This design comes from an exercise in tuning for small area, a short achievable clock period and few clock cycles per item on the open sky130 flow, not from production work. Function was checked by simulation only, so behaviour that the tests miss may differ from the original.

// axis_averaging_filter
module axis_averaging_filter #(
    parameter R_I=5, C_I=5, W_I=8, R_K=3, C_K=3,
              DEPTH = $clog2(R_K*C_K),
              LATENCY = DEPTH + 1)(
    input                       clk, rstn,
    output                      s_axis_averaging_ready,
    input                       s_axis_averaging_valid,
    input  [R_I*C_I*W_I-1:0]    s_axis_averaging_data,
    input                       m_axis_averaging_ready,
    output                      m_axis_averaging_valid,
    output [R_I*C_I*W_I-1:0]    m_axis_averaging_data
);
==> flow/config.mk <==
export PLATFORM = sky130hd
export DESIGN_NAME = axis_averaging_filter
export DESIGN_NICKNAME = axis_averaging_filter
export VERILOG_FILES = /design/flow/design.v
export SDC_FILE = /design/flow/constraint.sdc
export NUM_CORES = 8
export LEC_CHECK = 0
export CAP_MARGIN = 20
export CORE_MARGIN = 2
export CORE_UTILIZATION = 55
export CTS_BUF_LIST = sky130_fd_sc_hd__clkbuf_8
export CTS_CLUSTER_DIAMETER = 60
export CTS_CLUSTER_SIZE = 15
export SETUP_SLACK_MARGIN = 1.7
export SLEW_MARGIN = 20
==> flow/constraint.sdc <==
create_clock -name core_clock -period 8.5 [get_ports {clk}]
set_input_delay 1.7000 -clock core_clock [delete_from_list [all_inputs] [get_ports {clk}]]
set_output_delay 1.7000 -clock core_clock [all_outputs]
set_load 0.01 [all_outputs]
standard.sh (not shown) runs the stock make flow with config.mk's settings and CLKGATE_MAP_FILE= SYNTH_SCRIPT=/design/flow/synth_recipe.tcl, a recipe that flattens the netlist after the stock synthesis.
==> flow/flow/run.sh <==
#!/bin/bash
# Layout flow: the standard ORFS flow (standard.sh), except that
#  - the combinational leaf modules listed in flow/premap.json are mapped to
#    cells first (premap.py) and handed to the standard synthesis as fixed
#    netlists; registers and all other logic go through standard synthesis;
#  - the port buffers are sky130_fd_sc_hd__buf_1 cells.
# Each tool's output goes to a log file in this folder.
set -uo pipefail
cd "$(dirname "$0")/.."
if ! python3 flow/premap.py > premap.log 2>&1; then
    echo "premap failed, using the design as is" >> premap.log
    cp design.v design_premapped.v
fi
bash standard.sh VERILOG_FILES=$PWD/design_premapped.v \
    BUFFER_PORTS_ARGS="-buffer_cell sky130_fd_sc_hd__buf_1" > standard.log 2>&1
Other scripts of this flow, unchanged in this note and not shown: flow/flow/div9_w10.v, flow/flow/div9_w11.v, flow/flow/div9_w11p.v, flow/flow/div9_w12p.v, flow/flow/premap.json, flow/flow/premap.py
Testbench counts at the start, summed over its fixed seeds: cycles 2,056, items 2,048.
Rerun with:
Settings changed: SETUP_SLACK_MARGIN 1.7 to 1.5.
Worst setup slack loses 0.18 ns.
Core utilization went down by 1.3 points.
Register-to-register slack stays flat.
Via count went up by 0.74%.
Rerun with:
Settings changed: SETUP_SLACK_MARGIN 1.5 to 1.8.
What happened: Utilization rises by 3.1 points. Routed wire length falls by 1.0%. Via count rises by 0.48%.
Rerun with:
Settings changed: CTS_CLUSTER_DIAMETER 60 to 65, CTS_CLUSTER_SIZE 15 to 17, SETUP_SLACK_MARGIN 1.8 to 1.7.
The new run finished clean.
Worst setup slack loses 0.058 ns.
Fmax went down by 0.86%.
Wire length shrinks by 1.7%.
Count of clock-buffer cells in the layout drops by 4.
Critical path depth does not change.
Clock skew is higher by 0.011 ns.
Design area drops by 2.8%.
Synthesized cell count does not change.
Global-route usage goes down by 0.54 points.


main:
Another version of the RTL of axis_averaging_filter (not shown whole).
Size: roughly 2500 cells after synthesis, about 280 flip-flops, roughly 410 I/O pins, about 27000 um2 of cells after synthesis.
Settings: LEC_CHECK=0, CAP_MARGIN=20, CORE_MARGIN=2, CORE_UTILIZATION=40, SLEW_MARGIN=20; clock period 8.5 ns.
==> flow/flow/premap.json <==
{
  "fa": {"ports": "input a, input b, input c, output s, output co",
         "cell": "sky130_fd_sc_hd__fa_1", "pins": {"A": "a", "B": "b", "CIN": "c", "SUM": "s", "COUT": "co"}},
  "ha": {"ports": "input a, input b, output s, output co",
         "cell": "sky130_fd_sc_hd__ha_1", "pins": {"A": "a", "B": "b", "SUM": "s", "COUT": "co"}},
  "div9_w10": {"abc": ["strash", "&get -n", "&deepsyn -T 60 -S 1", "&put", "dch -f", "map -D 3200", "topo"]},
  "div9_w11": {"abc": ["strash", "&get -n", "&deepsyn -T 60 -S 1", "&put", "dch -f", "map -D 3200", "topo"]},
  "div9_w12": {"abc": ["strash", "&get -n", "&deepsyn -T 60 -S 1", "&put", "dch -f", "map -D 3200", "topo"]}
}
Scripts as last shown in full above: flow/flow/run.sh
Other scripts of this flow, unchanged in this note and not shown: flow/flow/premap.py
The final layout from main, which completed every stage, passed the timing, DRC and antenna checks at the end of the flow.
Testbench counts of main, summed over its fixed seeds: cycles 2,056, items 2,048.
Setup changes, main to the feature branch
Settings: CORE_UTILIZATION changed from 40 to 55; CTS_BUF_LIST newly set to sky130_fd_sc_hd__clkbuf_4 sky130_fd_sc_hd__clkbuf_8.
==> flow/flow/premap.json <==
{
  "fa": {"ports": "input a, input b, input c, output s, output co",
         "cell": "sky130_fd_sc_hd__fa_1", "pins": {"A": "a", "B": "b", "CIN": "c", "SUM": "s", "COUT": "co"}},
  "ha": {"ports": "input a, input b, output s, output co",
         "cell": "sky130_fd_sc_hd__ha_1", "pins": {"A": "a", "B": "b", "SUM": "s", "COUT": "co"}},
  "div9_w10": {"abc": ["strash", "&get -n", "&deepsyn -T 60 -S 1", "&put", "dch -f", "&get -n", "&nf -R 1000", "&put"]},
  "div9_w11": {"abc": ["strash", "&get -n", "&deepsyn -T 60 -S 1", "&put", "dch -f", "&get -n", "&nf -R 1000", "&put"]},
  "div9_w12": {"abc": ["strash", "&get -n", "&deepsyn -T 60 -S 1", "&put", "dch -f", "&get -n", "&nf -R 1000", "&put"]}
}
--- outcome ---
A path type of the worst setup path of in -> reg is what main shows, while reg -> out belongs to the feature branch.
Looking at wire length of the first global-routing pass, the feature branch sits 12% lower than main does.
The lower final weighted congestion in routability-driven placement of main and the feature branch is in main.
Between main and the feature branch, utilization after layout is higher for the feature branch, main comes in under that.
The feature branch vs main: synthesized cell count down
Cell count is higher on main
The total inserted antenna cells number comes out lower for main vs the feature branch.
On global-route track usage on met2: between main and the feature branch, it ends up higher for the feature branch.

separate check: timing with driven ports:
In the flow no input, the clock included, has a driving cell. The finished layouts below were timed again as built, in two steps. Step 1: set_driving_cell puts a clkbuf_16 on clk and a buf_2 on each other input, an assumption about the parent block. Step 2 adds t to the input delays and takes it off the output delays; t is the mean of the earliest and latest rising clock arrival at the registers after step 1. Input paths then give back, and output paths get back, about the clock's delay inside the block. Slacks: ideal ports / drivers / drivers and shift; pairs: ideal ports / drivers.
run | t (ns) | slack for setup (ns) | latest minus earliest clock arrival (ns) | cell pins on the clock port's net
the first run of note 1 | 0.682 | 1.791 / 1.820 / 1.137 | 0.042 / 0.043 | 1
the second run of note 1 | 0.688 | 1.613 / 1.622 / 0.959 | 0.051 / 0.052 | 1
the third run of note 1 | 0.685 | 1.885 / 1.849 / 1.227 | 0.016 / 0.016 | 1
the fourth run of note 1 | 0.662 | 1.827 / 1.833 / 1.192 | 0.034 / 0.034 | 1
main | 0.613 | 0.793 / 0.835 / 0.222 | 0.034 / 0.034 | 1
the feature branch | 0.701 | 0.299 / 0.236 / 0.200 | 0.037 / 0.036 | 1
After both steps setup and hold are still met in every run listed. The setup slack of the third run of note 1, which loses most, moves by -0.036 ns with the drivers and by -0.658 ns with both steps.
